This design comes from an exercise in tuning for small area and a short achievable clock period on the open sky130 flow, not from production work. Function was checked by simulation only, so behaviour that the tests miss may differ from the original.

## flow/design.v (module list and top-level ports; edited modules follow where they fit)
// module dff_define: 9 lines
// module line: 12 lines
// module counter: 17 lines
// module double_linebuffer: 22 lines
// module kernel: 38 lines
// module fp_mul: 1247 lines
// module fp_add_p: 127 lines
// module fp_add: 127 lines
// module fp_add_relu: 127 lines
// module fp_add0_p: 95 lines
// module fp_add0: 95 lines
// module alu: 36 lines
// module conv2d: 19 lines
module conv2d (clk, reset, valid_in, data_in, kernel_in, load_kernel_done, data_out, valid_out, lf_done);
  // ...
==> flow/flow/run.sh <==
#!/bin/bash
# Own layout flow: the standard flow (standard.sh) on all steps, with
# - a full-adder polarity pass at the start of floorplan (flow/pol.tcl) that
#   removes inverters Yosys's full-adder extraction leaves between adder cells,
# - port buffers of type buf_4 (the default picks a slow delay cell),
# - timing repair allowed to resize cells across footprints, aimed at a setup
#   target tighter than the 11 ns clock needs, so the achieved period improves.
# Each step's full log stays in orfs/logs/; make's own output goes to make.log.
set -euo pipefail
bash standard.sh MATCH_CELL_FOOTPRINT=0 SETUP_SLACK_MARGIN=7.0 \
  "PRE_FLOORPLAN_TCL=$PWD/flow/pol.tcl" \
  "BUFFER_PORTS_ARGS=-buffer_cell sky130_fd_sc_hd__buf_4" finish > make.log 2>&1
==> flow/flow/pol.tcl <==
# Full-adder polarity optimisation.
# Yosys's extract_fa leaves many inverters between full-adder cells. Since
# FA(~a, ~b, ~c) = (~sum, ~cout), a full adder can take the complements of its
# inputs and give the complements of its outputs. This pass flips full adders
# (greedily, while it saves inverters): inputs that came through an inverter are
# connected to the inverter's input instead; outputs that fed only inverters drive
# those inverters' loads directly. The logic function is unchanged.

proc pol_is_inv {inst} {
  set m [[$inst getMaster] getName]
  return [expr {[string match "sky130_fd_sc_hd__inv_*" $m] || [string match "sky130_fd_sc_hd__clkinv_*" $m]}]
}

proc pol_is_fa {inst} {
  return [string match "sky130_fd_sc_hd__fa_*" [[$inst getMaster] getName]]
}

# driver iterm of a net (or "")
proc pol_driver {net} {
  foreach it [$net getITerms] {
    if {[$it isOutputSignal]} { return $it }
  }
  return ""
}

# input (load) iterms of a net
proc pol_loads {net} {
  set l {}
  foreach it [$net getITerms] {
    if {[$it isInputSignal]} { lappend l $it }
  }
  return $l
}

proc pol_inv_in {inv} { return [[$inv findITerm A] getNet] }
proc pol_inv_out {inv} { return [[$inv findITerm Y] getNet] }

# a net that carries ~net: the input of the inverter driving net, or the output
# of an inverter loading net; "" if none
proc pol_complement {net} {
  set d [pol_driver $net]
  if {$d ne "" && [pol_is_inv [$d getInst]]} {
    set n [pol_inv_in [$d getInst]]
    if {$n ne "NULL"} { return $n }
  }
  foreach it [pol_loads $net] {
    set i [$it getInst]
    if {[pol_is_inv $i]} {
      set o [pol_inv_out $i]
      if {$o ne "NULL"} { return $o }
    }
  }
  return ""
}

proc pol_gain {fa} {
  set g 0
  foreach p {A B CIN} {
    set n [[$fa findITerm $p] getNet]
    set d [pol_driver $n]
    if {$d ne "" && [pol_is_inv [$d getInst]]} {
      # connect to the inverter's input; the inverter goes if this was its only load
      set others 0
      foreach it [pol_loads $n] { if {[$it getInst] ne $fa} { incr others } }
      if {$others == 0 && [llength [$n getBTerms]] == 0} { incr g }
    } elseif {[pol_complement $n] eq ""} {
      incr g -1
    }
  }
  foreach p {SUM COUT} {
    set s [[$fa findITerm $p] getNet]
    if {$s eq "NULL"} { continue }
    set rest 0
    foreach it [pol_loads $s] {
      set i [$it getInst]
      if {[pol_is_inv $i] && [llength [[pol_inv_out $i] getBTerms]] == 0} {
        incr g
      } else {
        set rest 1
      }
    }
    if {[llength [$s getBTerms]] > 0} { set rest 1 }
    if {$rest} { incr g -1 }
  }
  return $g
}

proc pol_new_inv {block master from to} {
  global pol_n
  incr pol_n
  set inv [odb::dbInst_create $block $master "pol_inv_$pol_n"]
  [$inv findITerm A] connect $from
  [$inv findITerm Y] connect $to
  return $inv
}

proc pol_new_net {block} {
  global pol_n
  incr pol_n
  return [odb::dbNet_create $block "pol_net_$pol_n"]
}

proc pol_flip {block master fa} {
  # inputs
  foreach p {A B CIN} {
    set it [$fa findITerm $p]
    set n [$it getNet]
    set c [pol_complement $n]
    if {$c eq ""} {
      set c [pol_new_net $block]
      pol_new_inv $block $master $n $c
    }
    $it disconnect
    $it connect $c
  }
  # outputs
  foreach p {SUM COUT} {
    set it [$fa findITerm $p]
    set s [$it getNet]
    if {$s eq "NULL"} { continue }
    set ns [pol_new_net $block]
    $it disconnect
    $it connect $ns
    set rest 0
    foreach lit [pol_loads $s] {
      set i [$lit getInst]
      if {[pol_is_inv $i] && [llength [[pol_inv_out $i] getBTerms]] == 0} {
        set t [pol_inv_out $i]
        foreach l2 [pol_loads $t] {
          $l2 disconnect
          $l2 connect $ns
        }
        odb::dbInst_destroy $i
        odb::dbNet_destroy $t
      } else {
        set rest 1
      }
    }
    if {[llength [$s getBTerms]] > 0} { set rest 1 }
    if {$rest} {
      pol_new_inv $block $master $ns $s
    } else {
      odb::dbNet_destroy $s
    }
  }
}

# remove inverters with no loads
proc pol_sweep {block} {
  set k 0
  set again 1
  while {$again} {
    set again 0
    foreach inst [$block getInsts] {
      if {![pol_is_inv $inst]} { continue }
      set o [pol_inv_out $inst]
      if {$o eq "NULL" || ([llength [pol_loads $o]] == 0 && [llength [$o getBTerms]] == 0)} {
        set a [pol_inv_in $inst]
        odb::dbInst_destroy $inst
        if {$o ne "NULL"} { odb::dbNet_destroy $o }
        incr k
        set again 1
      }
    }
  }
  return $k
}

proc pol_count_inv {block} {
  set k 0
  foreach inst [$block getInsts] { if {[pol_is_inv $inst]} { incr k } }
  return $k
}

proc pol_run {} {
  global pol_n
  set pol_n 0
  set block [ord::get_db_block]
  set master [[ord::get_db] findMaster sky130_fd_sc_hd__inv_1]
  set before [pol_count_inv $block]
  set fas {}
  foreach inst [$block getInsts] { if {[pol_is_fa $inst]} { lappend fas $inst } }
  set flips 0
  for {set pass 0} {$pass < 6} {incr pass} {
    set f 0
    foreach fa $fas {
      if {[pol_gain $fa] > 0} {
        pol_flip $block $master $fa
        incr f
      }
    }
    set swept [pol_sweep $block]
    puts "pol: pass $pass flipped $f full adders, swept $swept inverters, [pol_count_inv $block] inverters"
    incr flips $f
    if {$f == 0} { break }
  }
  puts "pol: inverters $before -> [pol_count_inv $block], $flips flips"
}

pol_run
==> flow/standard.sh <==
#!/bin/bash
# synth_recipe.tcl (not shown) runs the flow's synth.tcl, then flattens the netlist and writes it again
# the make line also repeats each setting of config.mk as NAME=value (left out here)
make -C /OpenROAD-flow-scripts/flow DESIGN_CONFIG=/design/flow/config.mk WORK_HOME=/design/flow/orfs CLKGATE_MAP_FILE= SYNTH_SCRIPT=/design/flow/synth_recipe.tcl "${@:-finish}"
==> flow/config.mk <==
export PLATFORM = sky130hd
export DESIGN_NAME = conv2d
export DESIGN_NICKNAME = conv2d
export VERILOG_FILES = /design/flow/design.v
export SDC_FILE = /design/flow/constraint.sdc
export NUM_CORES = 8
export LEC_CHECK = 0
export ABC_AREA = 1
export CAP_MARGIN = 50
export CORE_MARGIN = 2
export CORE_UTILIZATION = 50
export CTS_CLUSTER_DIAMETER = 80
export CTS_CLUSTER_SIZE = 20
export PLACE_DENSITY = 0.62
export SETUP_SLACK_MARGIN = 5
export SLEW_MARGIN = 65
==> flow/constraint.sdc <==
create_clock -name core_clock -period 11.0 [get_ports {clk}]
set_input_delay 2.2000 -clock core_clock [delete_from_list [all_inputs] [get_ports {clk}]]
set_output_delay 2.2000 -clock core_clock [all_outputs]
set_load 0.01 [all_outputs]
==> flow_summary.json, run 1 <==
{
  "dp.cells": 44690,
  "max_freq_mhz": 256.2,
  "vias": 261668,
  "drt-met1-wl_mm": 478.5,
  "r2r-start": "ker1.kw[3].d.Q[3]",
  "clk_latency_ns": 1.11,
  "hold-path-cell-count": 0,
  "drtIter0Drc": 26824,
  "cpPeakStageDelay_ns": 0.69,
  "grt_util_met1_pct": 43.74,
  "worstReg2RegEnd": "alu1.mul4.c28_80",
  "stdcell_count": 45472,
  "worst-r2r-cell-count": 8,
  "synth_nets": 40565,
  "fin_crit_ns": 3.903,
  "multi_input_gates": 25353,
  "cts_root_buffer": "clkbuf_16",
  "avgSynthCellArea_um2": 9.341,
  "grtUsageMet3_pct": 6.764,
  "tightest_slew_ns": 0.5821,
  "status": "no timing/DRC/antenna violations",
  "initial_core_util_pct": 50.08
}
==> run 2, diff against run 1 <==
--- a/flow/config.mk
+++ b/flow/config.mk
@@ -9,8 +9,8 @@
 export CAP_MARGIN = 50
 export CORE_MARGIN = 2
-export CORE_UTILIZATION = 50
+export CORE_UTILIZATION = 62
 export CTS_CLUSTER_DIAMETER = 80
 export CTS_CLUSTER_SIZE = 20
-export PLACE_DENSITY = 0.62
+export PLACE_DENSITY = 0.72
 export SETUP_SLACK_MARGIN = 5
 export SLEW_MARGIN = 65
==> run 2 against run 1 <==
Compared with the run above: count of clock-buffer cells in the layout shrank 14; critical path depth unchanged.
==> flow_summary.json, run 2 <==
{
  "htree_levels": 5,
  "vias": 268277,
  "regMostFlops": "dblb.lb.stage.d.Q",
  "crit_buf_inv": 2,
  "regToRegSetupSlack_ns": 6.92,
  "fin_skew_ns": 0.09892,
  "place_congestion": 1.023,
  "cpPeakStageDelay_ns": 0.68,
  "slowest_stage": "edfxtp_1",
  "via_per_inst": 6.154,
  "crit_path_start_kind": "flip-flop",
  "stdcell_count": 43591,
  "overflow": 0,
  "finalCritPeriodShare_pct": 37.11,
  "netlist_instances": 36689,
  "grt_pass1_vias": 264150,
  "crit_family": "adder cells",
  "seqCellArea_um2": 138800,
  "clk_latency_ns": 1.12,
  "drt_wl_total_mm": 1082,
  "finalSetupViolCount": 0,
  "slew_headroom_pct": 60.83,
  "fin_crit_ns": 4.082,
  "nNetsFinal": 39861,
  "synth_nets": 40565,
  "track_usage_pct": 37.76,
  "crit_chain": "clkinv_2 -> o22ai_1 -> xor2_1 -> fa_1 -> fa_1 -> inv_1 -> fa_1 -> fa_1",
  "end_kind": "flip-flop",
  "die_area_um2": 558700,
  "crit_arrival_ns": 5.07,
  "largest_register_ffs": 2080,
  "syn_to_final_growth_pct": 6.286,
  "avgRoutedWirePerCell_um": 24.82,
  "path_class": "flip-flop to flip-flop",
  "hold_violations": 0,
  "port-buffer-count": 100,
  "setup_ws_ns": 6.918,
  "status": "no timing/DRC/antenna violations",
  "first_pass_iters": 19,
  "drc": 0,
  "initial_core_util_pct": 62.13,
  "drive_gt1_share_pct": 5.694,
  "path_clk_slew_ns": 0.08,
  "grt_max_degree": 102,
  "coreArea_um2": 551600,
  "max_freq_mhz": 245.0,
  "layout_common_cells": "nand2_1, xor2_1, inv_1",
  "crit_fanout": 22,
  "numCtsBuffers": 378,
  "grt_pass1_wl_mm": 1620,
  "dp.cells": 42850,
  "clock-sinks": 5667,
  "fill_cells": 44503,
  "cts_root_buffer": "clkbuf_16",
  "hold_buffers": 0,
  "avgSynthCellArea_um2": 9.341,
  "antenna_found_initial": 55,
  "layout_commonest_cell": "nand2_1",
  "whs_ns": 0.3115,
  "multi_input_area_um2": 183200,
  "dieWidth_um": 747.5,
  "maxSlewViolCount": 0,
  "worst_path_most_repeated_cell": "fa_1",
  "hpwl_mm": 787.5,
  "max_cap_violations": 0,
  "worst_ep_required_time_ns": 11.98,
  "ant_nets": 0,
  "cts_tree": "yes",
  "cts.path.max_buffers": 4,
  "reg.largest.list": "dblb.lb.stage.d.Q: 2080 flops, ker1.kw.d.Q: 368 flops, ker1.kw8.Q: 46 flops",
  "hold_class": "flip-flop to flip-flop",
  "netlist_area_um2": 342700,
  "rsz0062_at_grt": "no",
  "ios": 102,
  "rows": 273,
  "synth_warnings": 13,
  "post-place-ws_ns": 7.069,
  "die_height_um": 747.5,
  "drtIter0Drc": 32876,
  "tightest_slew_ns": 0.5814
}
run 2: routing by layer:
layer | routed length, um | share of wire [%] | GRT usage, %
met5 | 368 | 0.034 | 0.04248
met2 | 462800 | 43 | 56.76
met3 | 126900 | 12 | 10.84
met1 | 425600 | 39 | 50.20
met4 | 66440 | 6.1 | 18.90
run 2: layout make-up:
| type | count | share of cell area (%) |
|---|---|---|
| well taps | 7287 | 2.503 |
| diodes | 23 | 0.01580 |
| flip-flops and latches | 5667 | 38.10 |
| clock buffers | 524 | 2.813 |
| inverters | 4006 | 4.238 |
| repair buffers | 580 | 1.448 |
| multi-input cells | 25352 | 50.30 |
| clock inverters | 152 | 0.5802 |
run 2: repair_timing:
item                                    4_1_cts  5_1_grt
pin swaps                                     0        1
resized for setup                             1        8
endpoints found under the setup margin        1       45
gates cloned                                  0        1
setup buffers                                 0        0
run 2: per-stage QoR:
stage | setup TNS [ns] | util, % | cell area (um2)
2_1_floorplan | -8967.95 | - | 342700
3_3_place_gp | 0 | 63.20 | 348600
3_5_place_dp | 0 | 63.63 | 351000
4_1_cts | 0 | 65.87 | 363400
5_1_grt | 0 | 66.02 | 364200
6_report | 0 | 66.03 | 364300
run 2: worst paths after layout:
check	from	end	depth (start not counted)
max	ker1.kw[5].d.Q[15]	alu1.mul6.c29_83	8
min	alu1.add10.r_c[28]	alu1.add10.C[28]	0
max reg2reg	ker1.kw[5].d.Q[15]	alu1.mul6.c29_83	8
min reg2reg	alu1.add10.r_c[28]	alu1.add10.C[28]	0
==> run 3, diff against run 2 <==
==> flow/flow/run.sh (replaced) <==
#!/bin/bash
# Own layout flow: the standard flow (standard.sh) on all steps, with
# - a full-adder polarity pass at the start of floorplan (flow/pol.tcl) that
#   removes inverters Yosys's full-adder extraction leaves between adder cells,
# - port buffers of type buf_4 (the default picks a slow delay cell),
# - clock tree synthesis without dummy loads, with 20-sink clusters,
# - timing repair allowed to resize cells across footprints, aimed at a setup
#   target tighter than the 11 ns clock needs, so the achieved period improves.
# Each step's full log stays in orfs/logs/; make's own output goes to make.log.
set -euo pipefail
bash standard.sh MATCH_CELL_FOOTPRINT=0 SETUP_SLACK_MARGIN=7.3 \
  "PRE_FLOORPLAN_TCL=$PWD/flow/pol.tcl" \
  "BUFFER_PORTS_ARGS=-buffer_cell sky130_fd_sc_hd__buf_4" \
  "CTS_ARGS=-sink_clustering_enable -repair_clock_nets -dont_use_dummy_load -sink_clustering_size 20 -sink_clustering_max_diameter 80" \
  finish > make.log 2>&1
--- a/flow/config.mk
+++ b/flow/config.mk
@@ -9,8 +9,8 @@
 export CAP_MARGIN = 50
 export CORE_MARGIN = 2
-export CORE_UTILIZATION = 62
+export CORE_UTILIZATION = 50
 export CTS_CLUSTER_DIAMETER = 80
 export CTS_CLUSTER_SIZE = 20
-export PLACE_DENSITY = 0.72
+export PLACE_DENSITY = 0.62
 export SETUP_SLACK_MARGIN = 5
 export SLEW_MARGIN = 65
==> run 3 against run 2 <==
Compared with the run above: via count decreased by 2.6%; design area rose by 0.63%; critical path type is now flip-flop to primary output; cell count is 3.8% higher.
==> flow_summary.json, run 3 <==
{
  "grt_pass1_wl_mm": 1663,
  "place_congestion": 0.9797,
  "crit_chain": "buf_6",
  "seqCellArea_um2": 138800,
  "overflow": 0,
  "regMostFlops": "dblb.lb.stage.d.Q",
  "synth_warnings": 13,
  "synth_nets": 40565,
  "post-place-ws_ns": 7.166,
  "die_height_um": 831.9,
  "status": "no timing/DRC/antenna violations",
  "cpPeakStageDelay_ns": 0.35,
  "end_kind": "primary output",
  "ant_nets": 0,
  "nNetsFinal": 40065,
  "fin_crit_ns": 3.700,
  "drive_gt1_share_pct": 5.983,
  "syn_to_final_growth_pct": 6.959,
  "slew_headroom_pct": 62.24,
  "cts.path.max_buffers": 4,
  "path_class": "flip-flop to primary output",
  "avgRoutedWirePerCell_um": 24.70,
  "die_area_um2": 692100,
  "slowest_stage": "dfxtp_2",
  "drt_wl_total_mm": 1117,
  "max_cap_violations": 0,
  "drc": 0,
  "finalCritPeriodShare_pct": 33.64,
  "grt_max_degree": 102,
  "finalCoreUtilization_pct": 53.57,
  "rsz0062_at_grt": "yes",
  "via_per_inst": 5.780,
  "setup_ws_ns": 7.300,
  "numCtsBuffers": 403,
  "crit_arrival_ns": 1.50,
  "max_freq_mhz": 270.3,
  "port-buffer-count": 100,
  "coreArea_um2": 684300,
  "netlist_area_um2": 342700,
  "avgSynthCellArea_um2": 9.341,
  "tightest_slew_ns": 0.5656,
  "finalSetupViolCount": 0,
  "initial_core_util_pct": 50.08,
  "ios": 102,
  "layout_common_cells": "nand2_1, xor2_1, inv_1",
  "htree_levels": 5,
  "hpwl_mm": 833.9,
  "crit_path_start_kind": "flip-flop",
  "fill_cells": 62046,
  "netlist_instances": 36689,
  "layout_commonest_cell": "nand2_1",
  "clk_latency_ns": 1.07,
  "reg.largest.list": "dblb.lb.stage.d.Q: 2080 flops, ker1.kw.d.Q: 368 flops, ker1.kw8.Q: 46 flops",
  "first_pass_iters": 9,
  "crit_buf_inv": 1,
  "crit_fanout": 1,
  "vias": 261428,
  "cts_root_buffer": "clkbuf_16",
  "clock-sinks": 5667,
  "crit_family": "flip-flops",
  "path_clk_slew_ns": 0.08,
  "rows": 304,
  "cts_tree": "yes",
  "worst_ep_required_time_ns": 8.80,
  "hold_class": "flip-flop to flip-flop",
  "dieWidth_um": 831.9,
  "antenna_found_initial": 53,
  "multi_input_area_um2": 183500,
  "grt_pass1_vias": 259182,
  "fin_skew_ns": 0.1293,
  "maxSlewViolCount": 0,
  "hold_violations": 0,
  "drtIter0Drc": 26782,
  "largest_register_ffs": 2080,
  "track_usage_pct": 31.50,
  "hold_buffers": 0
}
run 3: final timing paths:
| path | endpoint | cells past startpoint | start | slack [ns] |
|---|---|---|---|---|
| max | data_out[28] | 1 | alu1.add11.C[28] | 7.30 |
| max reg2reg | alu1.mul8.c25_71 | 9 | ker1.kw[7].d.Q[18] | 7.34 |
| min reg2reg | alu1.add7.r_s2 | 0 | alu1.add7.r_s | 0.29 |
| min | alu1.add7.r_s2 | 0 | alu1.add7.r_s | 0.29 |
run 3: repair_timing:
item                                   4_1_cts  5_1_grt
buffers inserted                            13       64
resized for setup                           99      206
endpoints found under the hold margin        0        0
cloned                                       2        2
pin swaps                                    2        7
setup endpoints to repair                  155      335
run 3: layout make-up:
type	count	area share, %
Clock buffer	403	2.751
Sequential cell	5667	37.87
Timing Repair Buffer	757	1.923
Inverter	4006	4.292
Antenna cell	18	0.01229
Multi-Input combinational cell	25354	50.07
Tap cell	9027	3.081
run 3: metrics by stage:
step | hold WS [ns] | instances | instance area, um2 | TNS [ns]
2_1_floorplan | 0.3096 | 36689 | 342700 | -8967.95
3_3_place_gp | 0.3103 | 44561 | 351300 | 0
3_5_place_dp | 0.3121 | 44690 | 354200 | 0
4_1_cts | 0.2873 | 45108 | 364600 | 0
5_1_grt | 0.3031 | 45220 | 366500 | 0
6_report | 0.2929 | 45232 | 366600 | 0
run 3: metal layers:
layer | track usage (%) | share of wire, % | vias to the layer above
li1 | - | - | 120289
met1 | 43.73 | 43 | 126683
met2 | 48.30 | 43 | 11907
met3 | 6.682 | 9.0 | 2531
met4 | 12.52 | 4.8 | 18
met5 | 0 | 0.010 | -
==> run 4, diff against run 3 <==
--- a/flow/flow/run.sh
+++ b/flow/flow/run.sh
@@ -9,5 +9,5 @@
 # Each step's full log stays in orfs/logs/; make's own output goes to make.log.
 set -euo pipefail
-bash standard.sh MATCH_CELL_FOOTPRINT=0 SETUP_SLACK_MARGIN=7.3 \
+bash standard.sh MATCH_CELL_FOOTPRINT=0 SETUP_SLACK_MARGIN=7.7 \
   "PRE_FLOORPLAN_TCL=$PWD/flow/pol.tcl" \
   "BUFFER_PORTS_ARGS=-buffer_cell sky130_fd_sc_hd__buf_4" \
==> run 4 against run 3 <==
Compared with the run above: still clean on timing, DRC and antenna; clock skew shrank 0.0061 ns; register-to-register slack improved by 0.06 ns; first-iteration DRC count up 3.4%; non-clock buffer count rose by 655; design area increased by 3.8%; critical path type unchanged; critical endpoint unchanged.
==> flow_summary.json, run 4 <==
{
  "clock-sinks": 5667,
  "htree_levels": 5,
  "drive_gt1_share_pct": 9.953,
  "synth_nets": 40565,
  "largest_register_ffs": 2080,
  "avgRoutedWirePerCell_um": 25.16,
  "place_congestion": 0.9797,
  "grt_pass1_vias": 261091,
  "finalCoreUtilization_pct": 55.63,
  "ant_nets": 0,
  "via_per_inst": 5.801,
  "cts_tree": "yes",
  "finalSetupViolCount": 0,
  "max_cap_violations": 0,
  "die_area_um2": 692100,
  "dieWidth_um": 831.9,
  "path_clk_slew_ns": 0.08,
  "fill_cells": 60812,
  "crit_family": "flip-flops",
  "max_freq_mhz": 269.8,
  "post-place-ws_ns": 7.166,
  "overflow": 0,
  "busiest_layer": "met2",
  "coreArea_um2": 684300,
  "tightest_slew_ns": 0.5905,
  "regMostFlops": "dblb.lb.stage.d.Q",
  "end_kind": "primary output",
  "whs_ns": 0.2919,
  "slowest_stage": "dfxtp_2",
  "first_pass_iters": 7,
  "reg.largest.list": "dblb.lb.stage.d.Q: 2080 flops, ker1.kw.d.Q: 368 flops, ker1.kw8.Q: 46 flops",
  "maxSlewViolCount": 0,
  "grtUsageMet3_pct": 7.345,
  "netlist_instances": 36689,
  "worst-r2r-cell-count": 9,
  "hold_violations": 0,
  "crit_buf_inv": 1,
  "rows": 304,
  "numCtsBuffers": 403,
  "crit_cells": 1,
  "crit_arrival_ns": 1.51,
  "initial_core_util_pct": 50.08,
  "drc": 0,
  "die_height_um": 831.9,
  "vias": 266751,
  "setup_ws_ns": 7.294,
  "slew_headroom_pct": 60.50,
  "cpPeakStageDelay_ns": 0.35,
  "track_usage_pct": 32.02,
  "syn_to_final_growth_pct": 11.07,
  "hold_class": "flip-flop to flip-flop",
  "grt_pass1_wl_mm": 1687,
  "crit_path_start_kind": "flip-flop",
  "nNetsFinal": 40811,
  "finalCritPeriodShare_pct": 33.69,
  "port-buffer-count": 100,
  "rsz0062_at_grt": "yes",
  "fin_crit_ns": 3.706,
  "grt_util_met1_pct": 44.04,
  "path_class": "flip-flop to primary output",
  "crit_chain": "buf_6",
  "avgSynthCellArea_um2": 9.341,
  "drt_wl_total_mm": 1157,
  "netlist_area_um2": 342700,
  "grt_max_degree": 90,
  "cts_root_buffer": "clkbuf_16",
  "ios": 102,
  "crit_fanout": 1,
  "clk_latency_ns": 1.09,
  "layout_common_cells": "nand2_1, xor2_1, inv_1",
  "status": "no timing/DRC/antenna violations",
  "gr-usage-met2_pct": 48.94,
  "hpwl_mm": 833.9,
  "worst_ep_required_time_ns": 8.80,
  "fin_skew_ns": 0.1232,
  "hold-path-cell-count": 0,
  "synth_warnings": 13,
  "final.setup.tns_ns": 0,
  "drtIter0Drc": 27683,
  "cts.path.max_buffers": 4,
  "layout_commonest_cell": "nand2_1",
  "antenna_found_initial": 58
}
## run 4: worst paths after layout
| path | startpoint | to | slack (ns) |
|---|---|---|---|
| worst max-delay path | alu1.add11.C[28] | data_out[28] | 7.29 |
| worst max register to register | dblb.lb.stage[64].d.Q[13] | alu1.mul2.c27_77 | 7.40 |
| worst min register to register | alu1.add7.r_s | alu1.add7.r_s2 | 0.29 |
| worst min-delay path | alu1.add7.r_s | alu1.add7.r_s2 | 0.29 |
## run 4: layout make-up
cell class	instances	area [um2]	share of cell area, %
Tap cell	9027	11290	2.967
Sequential cell	5667	138900	36.49
Antenna cell	27	67.56	0.01775
Inverter	4006	17620	4.630
Timing Repair inverter	80	543.0	0.1427
Timing Repair Buffer	1412	14850	3.901
Clock buffer	403	10080	2.649
Multi-Input combinational cell	25365	187300	49.21
## run 4: per-layer routing
layer / up-vias / part of all wire (%) / wire [um]
li1: 121854 / - / -
met1: 128969 / 42 / 483600
met2: 13004 / 43 / 498300
met3: 2900 / 9.9 / 114300
met4: 24 / 5.2 / 60630
met5: - / 0.019 / 215
## run 4: timing repair
item / CTS / global route
setup buffers: 320 / 387
setup endpoints to repair: 746 / 722
gates resized for setup: 1213 / 1364
pin swaps: 71 / 252
cloned: 45 / 97
hold buffers: 0 / 0
## run 4: stage by stage
stage               instance area, um2  instances
CTS                             370600      45458
detailed placement              354200      44690
global route                    380600      45967
finish                          380700      45987
floorplan                       342700      36689
global placement                351300      44561
==> run 5, diff against run 4 <==
--- a/flow/flow/run.sh
+++ b/flow/flow/run.sh
@@ -9,5 +9,5 @@
 # Each step's full log stays in orfs/logs/; make's own output goes to make.log.
 set -euo pipefail
-bash standard.sh MATCH_CELL_FOOTPRINT=0 SETUP_SLACK_MARGIN=7.7 \
+bash standard.sh MATCH_CELL_FOOTPRINT=0 SETUP_SLACK_MARGIN=7.0 \
   "PRE_FLOORPLAN_TCL=$PWD/flow/pol.tcl" \
   "BUFFER_PORTS_ARGS=-buffer_cell sky130_fd_sc_hd__buf_4" \
==> run 5 against run 4 <==
Compared with the run above: via count down 2.2%; first-iteration DRC count down 3.8%; critical path depth is 9 higher; flip-flop and latch count is the same; critical path type is now flip-flop to flip-flop; critical endpoint is now alu1.mul8.c23_65; largest cell class unchanged.
==> flow_summary.json, run 5 <==
{
  "status": "no timing/DRC/antenna violations",
  "coreArea_um2": 684300,
  "clock-sinks": 5667,
  "largest_register_ffs": 2080,
  "regToRegSetupSlack_ns": 7.06,
  "crit_fanout": 15,
  "ios": 102,
  "fin_skew_ns": 0.1270,
  "dieWidth_um": 831.9,
  "path_class": "flip-flop to flip-flop",
  "finalSetupViolCount": 0,
  "overflow": 0,
  "cts.path.max_buffers": 4,
  "r2r-start": "dblb.lb.d0.Q[13]",
  "slew_headroom_pct": 62.08,
  "end_kind": "flip-flop",
  "hold-path-cell-count": 0,
  "port-buffer-count": 100,
  "max_cap_violations": 0,
  "rsz0062_at_grt": "yes",
  "via_per_inst": 5.781,
  "ant_nets": 0,
  "hold_violations": 0,
  "layout_commonest_cell": "nand2_1",
  "maxSlewViolCount": 0,
  "layout_common_cells": "nand2_1, inv_1, xor2_1",
  "path_clk_slew_ns": 0.09,
  "grtUsageMet3_pct": 6.654,
  "stdcell_area_um2": 365200,
  "antenna_found_initial": 54,
  "first_pass_iters": 8,
  "hold_path.startpoint": "alu1.add7.r_s",
  "max_freq_mhz": 254.1,
  "track_usage_pct": 31.46,
  "hold_buffers": 0,
  "netlist_area_um2": 342700,
  "reg.largest.list": "dblb.lb.stage.d.Q: 2080 flops, ker1.kw.d.Q: 368 flops, ker1.kw8.Q: 46 flops",
  "gr-usage-met2_pct": 48.24,
  "avgRoutedWirePerCell_um": 24.70,
  "die_height_um": 831.9,
  "hpwl_mm": 833.9,
  "grt_pass1_vias": 259024,
  "fill_cells": 62122,
  "regMostFlops": "dblb.lb.stage.d.Q",
  "syn_to_final_growth_pct": 6.570,
  "grt_pass1_wl_mm": 1661,
  "clk_latency_ns": 1.11,
  "cts_tree": "yes",
  "netlist_instances": 36689,
  "fin_crit_ns": 3.936,
  "cts_root_buffer": "clkbuf_16",
  "crit_path_start_kind": "flip-flop",
  "drt_wl_total_mm": 1115,
  "avgSynthCellArea_um2": 9.341,
  "worst-r2r-cell-count": 10,
  "rows": 304,
  "cts-resized-gates": 0,
  "worst_ep_required_time_ns": 11.88,
  "die_area_um2": 692100,
  "min_to": "alu1.add7.r_s2",
  "vias": 261009,
  "htree_levels": 5,
  "drtIter0Drc": 26642,
  "numCtsBuffers": 403,
  "setup_ws_ns": 7.064,
  "busiest_layer": "met2",
  "hold_class": "flip-flop to flip-flop",
  "grt_util_met1_pct": 43.68,
  "synth_nets": 40565,
  "finalCritPeriodShare_pct": 35.78,
  "drc": 0,
  "tightest_slew_ns": 0.5628,
  "worstReg2RegEnd": "alu1.mul8.c23_65",
  "crit_arrival_ns": 4.81,
  "drive_gt1_share_pct": 5.534,
  "place_congestion": 0.9797,
  "synth_warnings": 13,
  "post-place-ws_ns": 7.166,
  "post_cts_buffers": 0,
  "post_dp_cell_area_um2": 354200,
  "initial_core_util_pct": 50.08,
  "grt_max_degree": 102,
  "nNetsFinal": 39985
}
run 5: routing by layer:
layer | routed length (um) | vias to the layer above | share of wire (%)
li1 | - | 120096 | -
met1 | 478900 | 126501 | 43
met2 | 483300 | 11835 | 43
met3 | 98810 | 2557 | 8.9
met4 | 54090 | 20 | 4.9
met5 | 124 | - | 0.011
run 5: worst max-delay path by stage:
stage	startpoint	end	slack [ns]	cells past startpoint
detailed placement	dblb.lb.stage[32].d.Q[19]	alu1.mul5.c26_74	7.17	8
floorplan	dblb.in_v	dblb.lb.d0.Q[0]	-4.25	0
finish	dblb.lb.d0.Q[13]	alu1.mul8.c23_65	7.06	10
CTS	ker1.kw[6].d.Q[2]	alu1.mul7.c26_74	7.12	8
global route	alu1.add11.r_m[23]	alu1.add11.C[30]	6.94	18
global placement	ker1.kw[4].d.Q[35]	alu1.mul5.c25_71	6.68	7
run 5: area by class of cell:
cell class,count,area [um2],area share (%)
diodes,16,40.04,0.01096
multi-input cells,25353,183400,50.21
repair buffers,678,6210,1.700
clock buffers,403,10080,2.761
inverters,4006,15430,4.226
well taps,9027,11290,3.092
flip-flops and latches,5667,138800,38.00
run 5: critical path: stages (launching register included):
cell and delay, ns:
edfxtp_1 0.49, buf_4 0.23, inv_1 0.36, buf_4 0.38, o22ai_1 0.16, xor2_1 0.19
fa_1 0.54, inv_1 0.05, fa_1 0.48, fa_1 0.39, fa_1 0.44
run 5: through the flow:
| step | TNS [ns] | hold WS (ns) | cells | utilization, % |
|---|---|---|---|---|
| floorplan | -8967.95 | 0.3096 | 36689 | - |
| global placement | 0 | 0.3103 | 44561 | 51.34 |
| detailed placement | 0 | 0.3121 | 44690 | 51.76 |
| CTS | 0 | 0.2873 | 45093 | 53.23 |
| global route | 0 | 0.3031 | 45140 | 53.37 |
| finish | 0 | 0.2926 | 45150 | 53.37 |
==> run 6, diff against run 5 <==
--- a/flow/flow/run.sh
+++ b/flow/flow/run.sh
@@ -9,5 +9,5 @@
 # Each step's full log stays in orfs/logs/; make's own output goes to make.log.
 set -euo pipefail
-bash standard.sh MATCH_CELL_FOOTPRINT=0 SETUP_SLACK_MARGIN=7.0 \
+bash standard.sh MATCH_CELL_FOOTPRINT=0 SETUP_SLACK_MARGIN=7.5 \
   "PRE_FLOORPLAN_TCL=$PWD/flow/pol.tcl" \
   "BUFFER_PORTS_ARGS=-buffer_cell sky130_fd_sc_hd__buf_4" \
==> run 6 against run 5 <==
Compared with the run above: count of clock-buffer cells in the layout unchanged; synthesized cell count did not move; cell count increased by 0.62%; die area unchanged; design area rose by 1.2%; setup slack improved by 0.23 ns; critical path type is now flip-flop to primary output; largest cell class unchanged.
==> flow_summary.json, run 6 <==
{
  "antenna_found_initial": 62,
  "hpwl_mm": 833.9,
  "startpoint": "alu1.add11.C[28]",
  "max_cap_violations": 0,
  "final.setup.tns_ns": 0,
  "ios": 102,
  "syn_to_final_growth_pct": 7.853,
  "avgRoutedWirePerCell_um": 24.73,
  "crit_path_start_kind": "flip-flop",
  "layout_common_cells": "nand2_1, xor2_1, inv_1",
  "drc": 0,
  "drt_wl_total_mm": 1124,
  "cpPeakStageDelay_ns": 0.35,
  "track_usage_pct": 31.59,
  "tightest_slew_ns": 0.5833,
  "die_height_um": 831.9,
  "whs_ns": 0.2939,
  "place_congestion": 0.9797,
  "worst_ep_required_time_ns": 8.80,
  "first_pass_iters": 8,
  "status": "no timing/DRC/antenna violations",
  "hold_path.startpoint": "alu1.add7.r_s",
  "maxSlewViolCount": 0,
  "seqCellArea_um2": 138900,
  "slew_headroom_pct": 60.85,
  "rsz0062_at_grt": "yes",
  "regMostFlops": "dblb.lb.stage.d.Q",
  "avgSynthCellArea_um2": 9.341,
  "wl_met3_mm": 101.7,
  "cts_root_buffer": "clkbuf_16",
  "synth_nets": 40565,
  "crit_family": "flip-flops",
  "hold_violations": 0,
  "clock-sinks": 5667,
  "overflow": 0,
  "initial_core_util_pct": 50.08,
  "fill_cells": 61808,
  "layout_commonest_cell": "nand2_1",
  "grt_max_degree": 102,
  "crit_chain": "buf_6",
  "cts.path.max_buffers": 4,
  "grt_pass1_vias": 259465,
  "vias": 262668,
  "max_freq_mhz": 270.2,
  "drive_gt1_share_pct": 6.789,
  "netlist_instances": 36689,
  "crit_arrival_ns": 1.50,
  "end_kind": "primary output",
  "finalSetupViolCount": 0,
  "ant_nets": 0,
  "crit_fanout": 1,
  "grt_pass1_wl_mm": 1667,
  "drtIter0Drc": 26660,
  "rows": 304,
  "htree_levels": 5,
  "multi_input_area_um2": 184000,
  "cts_tree": "yes",
  "synth_warnings": 13,
  "path_clk_slew_ns": 0.08,
  "die_area_um2": 692100,
  "top_layer": "met5",
  "via_per_inst": 5.782,
  "routed-wl-met2_mm": 488.1,
  "largest_register_ffs": 2080,
  "slowest_stage": "dfxtp_2",
  "path_class": "flip-flop to primary output",
  "drt-met1-wl_mm": 479.4,
  "hold_class": "flip-flop to flip-flop",
  "crit_buf_inv": 1,
  "dieWidth_um": 831.9,
  "port-buffer-count": 100,
  "clk_latency_ns": 1.09,
  "r2r-start": "dblb.lb.d0.Q[14]",
  "fin_crit_ns": 3.702,
  "netlist_area_um2": 342700,
  "reg.largest.list": "dblb.lb.stage.d.Q: 2080 flops, ker1.kw.d.Q: 368 flops, ker1.kw8.Q: 46 flops",
  "fin_skew_ns": 0.1264,
  "numCtsBuffers": 403,
  "finalCritPeriodShare_pct": 33.65,
  "nNetsFinal": 40262,
  "coreArea_um2": 684300
}
-- run 6: what timing repair did --
action	CTS	global route
gates cloned	10	18
hold buffers	0	0
gates resized for setup	337	536
pin swaps	3	26
setup endpoints to repair	393	604
buffers inserted	74	179
-- run 6: layout make-up --
type	instances	area share, %
diodes	20	0.01354
clock buffers	403	2.728
inverters	4006	4.376
multi-input cells	25360	49.79
flip-flops and latches	5667	37.57
well taps	9027	3.056
repair buffers	938	2.455
repair inverters	10	0.01896
-- run 6: worst paths after layout --
path	to	slack, ns	cells past startpoint
min reg2reg	alu1.add7.r_s2	0.29	0
max reg2reg	alu1.mul8.c23_65	7.50	8
min	alu1.add7.r_s2	0.29	0
max	data_out[28]	7.30	1
-- run 6: metal layers --
layer	up-vias	track usage [%]
met1	127288	43.69
met4	28	12.63
li1	120717	-
met3	2555	6.971
met2	12080	48.42
met5	-	0
-- run 6: through the flow --
| stage | worst slack (ns) | instance area, um2 | utilization [%] | cells |
|---|---|---|---|---|
| after CTS | 7.184 | 365700 | 53.44 | 45177 |
| after detailed placement | 7.166 | 354200 | 51.76 | 44690 |
| after global placement | 6.679 | 351300 | 51.34 | 44561 |
| after floorplan | -4.246 | 342700 | - | 36689 |
| after global routing | 7.225 | 369600 | 54.01 | 45417 |
| final | 7.298 | 369600 | 54.02 | 45431 |
==> run 7, diff against run 6 <==
--- a/flow/config.mk
+++ b/flow/config.mk
@@ -9,8 +9,8 @@
 export CAP_MARGIN = 50
 export CORE_MARGIN = 2
-export CORE_UTILIZATION = 50
+export CORE_UTILIZATION = 58
 export CTS_CLUSTER_DIAMETER = 80
 export CTS_CLUSTER_SIZE = 20
-export PLACE_DENSITY = 0.62
+export PLACE_DENSITY = 0.69
 export SETUP_SLACK_MARGIN = 5
 export SLEW_MARGIN = 65
==> run 7 against run 6 <==
Compared with the run above: still clean on timing, DRC and antenna; maximum frequency shrank 0.33%; core utilization grew 8.2 points; critical path depth is the same; register-to-register slack is essentially flat; largest cell class unchanged.
==> flow_summary.json, run 7 <==
{
  "whs_ns": 0.2820,
  "drc": 0,
  "largest_register_ffs": 2080,
  "fin_skew_ns": 0.1647,
  "overflow": 0,
  "slew_headroom_pct": 60.63,
  "avgSynthCellArea_um2": 9.341,
  "netlist_area_um2": 342700,
  "maxSlewViolCount": 0,
  "grt_pass1_wl_mm": 1631,
  "syn_to_final_growth_pct": 6.944,
  "crit_fanout": 2,
  "cts_tree": "yes",
  "crit_buf_inv": 1,
  "max_cap_violations": 0,
  "rsz0062_at_grt": "yes",
  "cpPeakStageDelay_ns": 0.34,
  "post_dp_cell_area_um2": 352100,
  "drtIter0Drc": 30282,
  "hold_violations": 0,
  "synth_nets": 40565,
  "ant_nets": 0,
  "clk_latency_ns": 1.14,
  "crit_arrival_ns": 1.51,
  "crit_family": "flip-flops",
  "regMostFlops": "dblb.lb.stage.d.Q",
  "nNetsFinal": 40157,
  "reg.largest.list": "dblb.lb.stage.d.Q: 2080 flops, ker1.kw.d.Q: 368 flops, ker1.kw8.Q: 46 flops",
  "end_kind": "primary output",
  "place_congestion": 0.9985,
  "drt_wl_total_mm": 1101,
  "crit_cells": 1,
  "die_area_um2": 597100,
  "dieWidth_um": 772.7,
  "crit_path_start_kind": "flip-flop",
  "post-place-ws_ns": 7.131,
  "cts_root_buffer": "clkbuf_16",
  "die_height_um": 772.7,
  "path_class": "flip-flop to primary output",
  "fin_crit_ns": 3.714,
  "vias": 266129,
  "hold_class": "flip-flop to flip-flop",
  "netlist_instances": 36689,
  "rows": 282,
  "drive_gt1_share_pct": 6.464,
  "grt_pass1_vias": 259903,
  "finalSetupViolCount": 0,
  "max_freq_mhz": 269.3,
  "via_per_inst": 6.032,
  "synth_warnings": 13,
  "port-buffer-count": 100,
  "antenna_found_initial": 62,
  "layout_commonest_cell": "nand2_1",
  "path_clk_slew_ns": 0.08,
  "track_usage_pct": 35.98,
  "layout_common_cells": "nand2_1, xor2_1, inv_1",
  "slowest_stage": "dfxtp_2",
  "htree_levels": 5,
  "setup_ws_ns": 7.286,
  "numCtsBuffers": 385,
  "finalCritPeriodShare_pct": 33.76,
  "status": "no timing/DRC/antenna violations",
  "stdcell_area_um2": 366500,
  "ios": 102,
  "worst_ep_required_time_ns": 8.80,
  "coreArea_um2": 589200,
  "hold_buffers": 0,
  "crit_chain": "buf_6",
  "hpwl_mm": 809.7,
  "first_pass_iters": 10,
  "finalCoreUtilization_pct": 62.20,
  "avgRoutedWirePerCell_um": 24.96,
  "hold-path-cell-count": 0,
  "clock-sinks": 5667,
  "grt_max_degree": 105,
  "worst-r2r-cell-count": 8,
  "initial_core_util_pct": 58.16,
  "tightest_slew_ns": 0.5885,
  "cts.path.max_buffers": 4
}
[run 7: final timing paths]
path	from	to	slack, ns
worst max register to register	dblb.lb.stage[63].d.Q[5]	alu1.mul3.c28_80	7.50
worst min register to register	alu1.add11.r_bz	alu1.add11.r_z2	0.28
worst max-delay path	ker1.load_kernel_done	load_kernel_done	7.29
worst min-delay path	alu1.add11.r_bz	alu1.add11.r_z2	0.28
[run 7: stage by stage]
step / setup TNS [ns] / std cells
floorplan: -8967.95 / 36689
global placement: 0 / 43286
detailed placement: 0 / 43407
CTS: 0 / 43868
global route: 0 / 44094
finish: 0 / 44116
[run 7: repair_timing]
action | 4_1_cts | 5_1_grt
cloned | 7 | 14
pin swaps | 7 | 10
setup buffers | 69 | 166
resized for setup | 316 | 449
endpoints found under the setup margin | 373 | 635
[run 7: cell type report]
class / count / area [um2]
antenna: 27 / 67.56
clock buffer: 385 / 9634
fill: 49698 / 222700
inverter: 4006 / 16160
multi-input combinational: 25360 / 183700
sequential: 5667 / 138900
tap: 7810 / 9772
timing repair buffer: 857 / 8324
timing repair inverter: 4 / 31.28
[run 7: layer usage]
layer  share of wire [%]  GRT usage, %
met5               0.031       0.04023
met2                  42         53.72
met4                 5.8         17.11
met3                  11         9.756
met1                  41         48.81
==> run 8, diff against run 7 <==
--- a/flow/flow/run.sh
+++ b/flow/flow/run.sh
@@ -9,5 +9,5 @@
 # Each step's full log stays in orfs/logs/; make's own output goes to make.log.
 set -euo pipefail
-bash standard.sh MATCH_CELL_FOOTPRINT=0 SETUP_SLACK_MARGIN=7.5 \
+bash standard.sh MATCH_CELL_FOOTPRINT=0 SETUP_SLACK_MARGIN=7.4 \
   "PRE_FLOORPLAN_TCL=$PWD/flow/pol.tcl" \
   "BUFFER_PORTS_ARGS=-buffer_cell sky130_fd_sc_hd__buf_4" \
--- a/flow/config.mk
+++ b/flow/config.mk
@@ -9,8 +9,8 @@
 export CAP_MARGIN = 50
 export CORE_MARGIN = 2
-export CORE_UTILIZATION = 58
+export CORE_UTILIZATION = 55
 export CTS_CLUSTER_DIAMETER = 80
 export CTS_CLUSTER_SIZE = 20
-export PLACE_DENSITY = 0.69
+export PLACE_DENSITY = 0.66
 export SETUP_SLACK_MARGIN = 5
 export SLEW_MARGIN = 65
==> run 8 against run 7 <==
Compared with the run above: still clean; count of clock-buffer cells in the layout is 16 higher; area after synthesis stayed put; flip-flop and latch count stayed put; global-route usage is 1.4 points lower; first-iteration DRC count is 2.9% lower; maximum frequency is 0.81% higher; cell count is 1.0% higher.
==> flow_summary.json, run 8 <==
{
  "cpPeakStageDelay_ns": 0.32,
  "via_per_inst": 5.938,
  "overflow": 0,
  "drtIter0Drc": 29399,
  "track_usage_pct": 34.56,
  "avgSynthCellArea_um2": 9.341,
  "crit_cells": 1,
  "clk_latency_ns": 1.12,
  "tightest_slew_ns": 0.5723,
  "layout_commonest_cell": "nand2_1",
  "syn_to_final_growth_pct": 6.956,
  "crit_chain": "buf_6",
  "reg.largest.list": "dblb.lb.stage.d.Q: 2080 flops, ker1.kw.d.Q: 368 flops, ker1.kw8.Q: 46 flops",
  "nNetsFinal": 40126,
  "grt_pass1_vias": 259805,
  "layout_common_cells": "nand2_1, xor2_1, inv_1",
  "dieWidth_um": 793.4,
  "max_freq_mhz": 271.4,
  "finalSetupViolCount": 0,
  "die_area_um2": 629500,
  "crit_path_start_kind": "flip-flop",
  "synth_nets": 40565,
  "path_class": "flip-flop to primary output",
  "grt_max_degree": 103,
  "finalCoreUtilization_pct": 59.11,
  "slowest_stage": "dfxtp_2",
  "netlist_area_um2": 342700,
  "netlist_instances": 36689,
  "worst_ep_required_time_ns": 8.80,
  "cts_root_buffer": "clkbuf_16",
  "post-place-ws_ns": 7.043,
  "hold-path-cell-count": 0,
  "regMostFlops": "dblb.lb.stage.d.Q",
  "antenna_found_initial": 51,
  "htree_levels": 5,
  "numCtsBuffers": 401,
  "coreArea_um2": 620100,
  "maxSlewViolCount": 0,
  "ios": 102,
  "initial_core_util_pct": 55.26,
  "end_kind": "primary output",
  "cts_tree": "yes",
  "crit_buf_inv": 1,
  "drc": 0,
  "fill_cells": 53920,
  "grt_pass1_wl_mm": 1652,
  "drive_gt1_share_pct": 6.182,
  "largest_register_ffs": 2080,
  "slew_headroom_pct": 61.44,
  "path_clk_slew_ns": 0.07,
  "worst-r2r-cell-count": 9,
  "max_cap_violations": 0,
  "port-buffer-count": 100,
  "stdcell_area_um2": 366600,
  "crit_fanout": 1,
  "hold_violations": 0,
  "clock-sinks": 5667,
  "hold_class": "flip-flop to flip-flop",
  "status": "no timing/DRC/antenna violations",
  "cts.path.max_buffers": 4,
  "finalCritPeriodShare_pct": 33.49,
  "fin_crit_ns": 3.684,
  "vias": 264576,
  "post_dp_cell_area_um2": 353100,
  "avgRoutedWirePerCell_um": 25.05,
  "hpwl_mm": 822.4,
  "drt_wl_total_mm": 1116,
  "first_pass_iters": 9,
  "rows": 289,
  "synth_warnings": 13,
  "crit_family": "flip-flops",
  "fin_skew_ns": 0.1470,
  "rsz0062_at_grt": "yes",
  "ant_nets": 0,
  "die_height_um": 793.4,
  "setup_ws_ns": 7.316,
  "crit_arrival_ns": 1.48,
  "place_congestion": 0.9954
}
run 8: per-stage QoR:
stage | hold slack [ns] | TNS (ns) | instances
floorplan | 0.3096 | -8967.95 | 36689
global placement | 0.3095 | 0 | 43810
detailed placement | 0.3121 | 0 | 43936
CTS | 0.2900 | 0 | 44391
global route | 0.3018 | 0 | 44547
finish | 0.2922 | 0 | 44556
run 8: area by class of cell:
| class | instances | area (um2) | area share, % |
|---|---|---|---|
| timing repair buffer | 810 | 7724 | 2.107 |
| timing repair inverter | 3 | 22.52 | 0.006144 |
| inverter | 4006 | 15870 | 4.330 |
| clock buffer | 401 | 10030 | 2.738 |
| multi-input combinational | 25361 | 183600 | 50.09 |
| tap | 8293 | 10380 | 2.831 |
| antenna | 15 | 37.54 | 0.01024 |
| sequential | 5667 | 138900 | 37.88 |
run 8: what timing repair did:
action	CTS	global route
endpoints found under the setup margin	334	524
gates resized for setup	202	332
gates cloned	5	12
hold buffers	0	0
pin swaps	2	18
setup buffers	49	103
run 8: routing by layer:
layer	track usage (%)	wire length (um)	vias up
met2	53.01	485100	13621
met4	15.95	62650	46
met5	0.06807	490	-
met3	7.839	109600	3130
li1	-	-	120393
met1	46.85	458400	127386
run 8: path summary, 6_finish.rpt:
check | startpoint | end | slack (ns)
setup / recovery | alu1.v[13] | valid_out | 7.32
hold / removal | alu1.add5.r_c[25] | alu1.add5.C[25] | 0.29
setup reg to reg | ker1.kw[2].d.Q[4] | alu1.mul3.c26_74 | 7.40
hold reg to reg | alu1.add5.r_c[25] | alu1.add5.C[25] | 0.29
==> run 9, diff against run 8 <==
--- a/flow/config.mk
+++ b/flow/config.mk
@@ -7,5 +7,5 @@
 export LEC_CHECK = 0
 export ABC_AREA = 1
-export CAP_MARGIN = 50
+export CAP_MARGIN = 20
 export CORE_MARGIN = 2
 export CORE_UTILIZATION = 55
@@ -14,3 +14,3 @@
 export PLACE_DENSITY = 0.66
 export SETUP_SLACK_MARGIN = 5
-export SLEW_MARGIN = 65
+export SLEW_MARGIN = 30
==> run 9 against run 8 <==
Compared with the run above: synthesized cell count did not move; routed wire length is 2.4% higher; sequential share of layout area is 0.45 points lower; hold slack worse by 0.0037 ns; critical path depth unchanged; design area grew 1.2%; area after synthesis is the same; non-clock buffer count is 523 higher; critical endpoint is now data_out[25]; largest cell class unchanged.
==> flow_summary.json, run 9 <==
{
  "cts.path.max_buffers": 4,
  "crit_chain": "buf_6",
  "post_dp_cell_area_um2": 350400,
  "hold-path-cell-count": 0,
  "initial_core_util_pct": 55.26,
  "setup_ws_ns": 7.325,
  "post-place-ws_ns": 6.542,
  "crit_buf_inv": 1,
  "avgSynthCellArea_um2": 9.341,
  "whs_ns": 0.2885,
  "netlist_area_um2": 342700,
  "path_class": "flip-flop to primary output",
  "netlist_instances": 36689,
  "fin_crit_ns": 3.675,
  "finalCritPeriodShare_pct": 33.41,
  "avgRoutedWirePerCell_um": 25.26,
  "crit_arrival_ns": 1.47,
  "ios": 102,
  "hold_class": "flip-flop to flip-flop",
  "numCtsBuffers": 404,
  "final.setup.tns_ns": 0,
  "synth_nets": 40565,
  "max_freq_mhz": 272.1,
  "synth_warnings": 13,
  "slew_headroom_pct": 29.99,
  "fill_cells": 53718,
  "grt_pass1_wl_mm": 1677,
  "grtUsageMet3_pct": 9.710,
  "die_area_um2": 629500,
  "crit_path_start_kind": "flip-flop",
  "maxSlewViolCount": 0,
  "tightest_slew_ns": 1.050,
  "drt_wl_total_mm": 1143,
  "vias": 269098,
  "htree_levels": 5,
  "rsz0062_at_grt": "yes",
  "largest_register_ffs": 2080,
  "coreArea_um2": 620100,
  "drtIter0Drc": 31107,
  "finalSetupViolCount": 0,
  "regToRegSetupSlack_ns": 7.33,
  "nNetsFinal": 40823,
  "grt_max_degree": 193,
  "hold_buffers": 0,
  "cts_tree": "yes",
  "via_per_inst": 5.946,
  "stdcell_area_um2": 371000,
  "gr-usage-met2_pct": 53.33,
  "hold_violations": 0,
  "regMostFlops": "dblb.lb.stage.d.Q",
  "r2r-start": "ker1.kw[7].d.Q[4]",
  "port-buffer-count": 100,
  "clk_latency_ns": 1.10,
  "reg.largest.list": "dblb.lb.stage.d.Q: 2080 flops, ker1.kw.d.Q: 368 flops, ker1.kw8.Q: 46 flops",
  "drive_gt1_share_pct": 7.584,
  "worstReg2RegEnd": "alu1.mul8.c19_55",
  "antenna_found_initial": 50,
  "worst-r2r-cell-count": 6,
  "crit_fanout": 1,
  "end_kind": "primary output",
  "hpwl_mm": 816.1,
  "seqCellArea_um2": 138900,
  "clock-sinks": 5667,
  "slowest_stage": "dfxtp_2",
  "hold_path.startpoint": "alu1.add8.r_c[20]",
  "layout_common_cells": "nand2_1, xor2_1, inv_1",
  "layout_commonest_cell": "nand2_1",
  "min_to": "alu1.add8.C[20]",
  "busiest_layer": "met2",
  "ant_nets": 0,
  "max_cap_violations": 0,
  "first_pass_iters": 7,
  "cpPeakStageDelay_ns": 0.33,
  "path_clk_slew_ns": 0.08,
  "rows": 289,
  "crit_family": "flip-flops",
  "grt_util_met1_pct": 47.06,
  "cts_root_buffer": "clkbuf_16",
  "track_usage_pct": 35.29,
  "overflow": 0,
  "status": "no timing/DRC/antenna violations",
  "drc": 0,
  "die_height_um": 793.4,
  "multi_input_area_um2": 182800,
  "place_congestion": 0.9954,
  "fin_skew_ns": 0.1433,
  "syn_to_final_growth_pct": 8.240,
  "grt_pass1_vias": 262190,
  "dieWidth_um": 793.4,
  "worst_ep_required_time_ns": 8.80
}
run 9: final cells by class:
cell class,instances,share of cell area (%)
Multi-Input combinational cell,25361,49.28
Sequential cell,5667,37.43
Inverter,4006,4.409
Timing Repair Buffer,1333,3.053
Tap cell,8293,2.797
Clock buffer,404,2.725
Timing Repair inverter,174,0.2840
Antenna cell,22,0.01484
run 9: worst max path at each step:
| stage | cells past startpoint | to | slack (ns) | from |
|---|---|---|---|---|
| 2_1_floorplan | 0 | dblb.lb.d0.Q[0] | -4.25 | dblb.in_v |
| 3_3_place_gp | 7 | alu1.mul5.c25_71 | 6.61 | ker1.kw[4].d.Q[35] |
| 3_5_place_dp | 7 | alu1.mul5.c30_86 | 6.54 | ker1.kw[4].d.Q[35] |
| 4_1_cts | 1 | data_out[18] | 7.22 | alu1.add11.C[18] |
| 5_1_grt | 1 | data_out[18] | 7.26 | alu1.add11.C[18] |
| 6_report | 1 | data_out[25] | 7.33 | alu1.add11.C[25] |
run 9: per-layer routing:
layer / vias to the layer above / routed length (um)
li1: 121809 / -
met1: 128961 / 460800
met2: 14674 / 487300
met3: 3618 / 124500
met4: 36 / 70160
met5: - / 461
run 9: through the flow:
step	cells	utilization (%)
CTS	44870	59.18
floorplan	36689	-
global route	45246	59.81
global placement	43810	56.49
finish	45260	59.82
detailed placement	43811	56.50
run 9: what timing repair did:
action | CTS | global route
resized for setup | 503 | 326
endpoints found under the setup margin | 904 | 1065
gates cloned | 150 | 36
pin swaps | 4 | 12
setup buffers | 505 | 331
run 9: worst register-to-register path: stages (launching register included):
cell and delay, ns:
edfxtp_1 0.67, clkinvlp_2 0.69, o22ai_1 0.41, xor2_1 0.13, fa_1 0.60, fa_1 0.45
fa_1 0.55
==> run 10, diff against run 9 <==
--- a/flow/flow/run.sh
+++ b/flow/flow/run.sh
@@ -9,5 +9,5 @@
 # Each step's full log stays in orfs/logs/; make's own output goes to make.log.
 set -euo pipefail
-bash standard.sh MATCH_CELL_FOOTPRINT=0 SETUP_SLACK_MARGIN=7.4 \
+bash standard.sh MATCH_CELL_FOOTPRINT=0 SETUP_SLACK_MARGIN=7.5 \
   "PRE_FLOORPLAN_TCL=$PWD/flow/pol.tcl" \
   "BUFFER_PORTS_ARGS=-buffer_cell sky130_fd_sc_hd__buf_4" \
--- a/flow/config.mk
+++ b/flow/config.mk
@@ -7,5 +7,5 @@
 export LEC_CHECK = 0
 export ABC_AREA = 1
-export CAP_MARGIN = 20
+export CAP_MARGIN = 50
 export CORE_MARGIN = 2
 export CORE_UTILIZATION = 55
@@ -14,3 +14,3 @@
 export PLACE_DENSITY = 0.66
 export SETUP_SLACK_MARGIN = 5
-export SLEW_MARGIN = 30
+export SLEW_MARGIN = 65
==> run 10 against run 9 <==
Compared with the run above: highest routed layer unchanged; die area unchanged; clock skew increased by 0.0037 ns; core utilization decreased by 0.39 points; routed wire length decreased by 2.0%; register-to-register slack improved by 0.13 ns; design area decreased by 0.66%; flip-flop and latch count unchanged; hold slack improved by 0.0052 ns; cell count decreased by 1.3%; critical path depth unchanged.
==> flow_summary.json, run 10 <==
{
  "crit_family": "flip-flops",
  "crit_arrival_ns": 1.49,
  "slew_headroom_pct": 59.28,
  "overflow": 0,
  "end_kind": "primary output",
  "cpPeakStageDelay_ns": 0.32,
  "layout_common_cells": "nand2_1, xor2_1, inv_1",
  "track_usage_pct": 34.66,
  "ios": 102,
  "max_freq_mhz": 271.2,
  "grt_util_met1_pct": 46.96,
  "rsz0062_at_grt": "yes",
  "busiest_layer": "met2",
  "drive_gt1_share_pct": 6.696,
  "via_per_inst": 5.946,
  "nNetsFinal": 40241,
  "crit_fanout": 1,
  "numCtsBuffers": 401,
  "syn_to_final_growth_pct": 7.530,
  "grtUsageMet3_pct": 7.907,
  "drtIter0Drc": 29160,
  "hold_class": "flip-flop to flip-flop",
  "fill_cells": 53767,
  "cts_root_buffer": "clkbuf_16",
  "fin_skew_ns": 0.1469,
  "finalSetupViolCount": 0,
  "die_height_um": 793.4,
  "grt_pass1_vias": 260095,
  "finalCoreUtilization_pct": 59.43,
  "fin_crit_ns": 3.688,
  "gr-usage-met2_pct": 53.07,
  "post-place-ws_ns": 7.043,
  "max_cap_violations": 0,
  "port-buffer-count": 100,
  "maxSlewViolCount": 0,
  "netlist_area_um2": 342700,
  "tightest_slew_ns": 0.6107,
  "netlist_instances": 36689,
  "die_area_um2": 629500,
  "place_congestion": 0.9954,
  "clk_latency_ns": 1.13,
  "crit_chain": "buf_6",
  "cts.path.max_buffers": 4,
  "vias": 265640,
  "synth_warnings": 13,
  "avgRoutedWirePerCell_um": 25.09,
  "drt_wl_total_mm": 1121,
  "status": "no timing/DRC/antenna violations",
  "setup_ws_ns": 7.312,
  "antenna_found_initial": 46,
  "cts_tree": "yes",
  "crit_buf_inv": 1,
  "path_class": "flip-flop to primary output",
  "reg.largest.list": "dblb.lb.stage.d.Q: 2080 flops, ker1.kw.d.Q: 368 flops, ker1.kw8.Q: 46 flops",
  "layout_commonest_cell": "nand2_1",
  "path_clk_slew_ns": 0.07,
  "worst_ep_required_time_ns": 8.80,
  "htree_levels": 5,
  "crit_path_start_kind": "flip-flop",
  "initial_core_util_pct": 55.26,
  "hpwl_mm": 822.4,
  "coreArea_um2": 620100,
  "largest_register_ffs": 2080,
  "finalCritPeriodShare_pct": 33.53,
  "hold_buffers": 0,
  "avgSynthCellArea_um2": 9.341,
  "first_pass_iters": 10,
  "slowest_stage": "dfxtp_2",
  "stdcell_area_um2": 368500,
  "clock-sinks": 5667,
  "ant_nets": 0,
  "rows": 289,
  "regMostFlops": "dblb.lb.stage.d.Q",
  "post_dp_cell_area_um2": 353100,
  "grt_pass1_wl_mm": 1656,
  "grt_max_degree": 103,
  "drc": 0,
  "hold_violations": 0,
  "synth_nets": 40565,
  "dieWidth_um": 793.4
}
## run 10: changes by cell type in the layout (fill, tap and decap cells not counted), moves of 40 or more
cell	delta
buf_4	-604
inv_4	+162
inv_6	+40
o21ai_1	+70
o21ai_0	-101
clkinvlp_2	-99
clkinvlp_4	-311
buf_6	+107
inv_2	+52
## run 10: layout make-up
type / instances / area [um2] / share of cell area (%)
tap: 8293 / 10380 / 2.816
clock buffer: 401 / 10030 / 2.723
inverter: 4006 / 16160 / 4.385
timing repair inverter: 9 / 60.06 / 0.01630
timing repair buffer: 917 / 9030 / 2.450
multi-input combinational: 25363 / 183900 / 49.91
sequential: 5667 / 138900 / 37.68
antenna: 17 / 42.54 / 0.01154
## run 10: repair_timing
item	CTS	global route
gates cloned	12	17
buffers inserted	99	161
pin swaps	6	41
gates resized for setup	370	571
endpoints found under the setup margin	531	696
## run 10: metrics by stage
| stage | TNS, ns | cells | hold WS (ns) |
|---|---|---|---|
| after floorplan | -8967.95 | 36689 | 0.3096 |
| after global placement | 0 | 43810 | 0.3095 |
| after detailed placement | 0 | 43936 | 0.3121 |
| after CTS | 0 | 44448 | 0.2900 |
| after global routing | 0 | 44662 | 0.3018 |
| final | 0 | 44673 | 0.2937 |
## run 10: final timing paths
check / to / slack (ns) / start / depth (start not counted)
hold / removal: alu1.add5.C[25] / 0.29 / alu1.add5.r_c[25] / 0
setup reg to reg: alu1.mul2.c26_74 / 7.46 / ker1.kw[1].d.Q[9] / 8
hold reg to reg: alu1.add5.C[25] / 0.29 / alu1.add5.r_c[25] / 0
setup / recovery: valid_out / 7.31 / alu1.v[13] / 1
## run 10: per-layer routing
layer,share of wire (%),vias up
met1,41,128120
li1,-,120672
met2,43,13725
met3,9.8,3087
met5,0.036,-
met4,5.6,36
## run 10: worst register-to-register path: cells and delay by family, from the launching register on
kind                     cells  cell delay (ns)
adder cells (fa/ha/maj)      4             1.84
flip-flops                   1             0.74
buffers and inverters        2             0.34
AO/OA/AOI/OAI                1             0.27
XOR/XNOR                     1             0.20

## separate check: timing with driven ports
In the flow no input, the clock included, has a driving cell. The finished layouts below were timed again as built, in two steps.
Step 1 assumes that a clkbuf_16 drives the clock port and a buf_2 every other input.
Step 2 also shifts input and output timing later by t, the mid clock arrival at the registers, as if the neighbouring blocks saw the same clock.
a / b / c = ideal ports / drivers / drivers and shift; a / b = the first two.
run	shift t [ns]	setup WS [ns]	worst register clock-pin slew, ns
run 1	1.212	7.097 / 7.058 / 7.097	0.10 / 0.10
run 2	1.204	6.918 / 6.918 / 6.918	0.10 / 0.10
run 3	1.175	7.300 / 7.157 / 7.338	0.09 / 0.09
run 4	1.183	7.294 / 7.150 / 7.403	0.09 / 0.09
run 5	1.179	7.064 / 7.064 / 7.064	0.09 / 0.09
run 6	1.180	7.298 / 7.153 / 7.502	0.09 / 0.09
run 7	1.191	7.286 / 7.151 / 7.500	0.12 / 0.12
run 8	1.177	7.316 / 7.178 / 7.402	0.09 / 0.09
run 9	1.182	7.325 / 7.186 / 7.334	0.09 / 0.09
run 10	1.183	7.312 / 7.172 / 7.464	0.09 / 0.09
After both steps setup and hold are still met in every run listed.
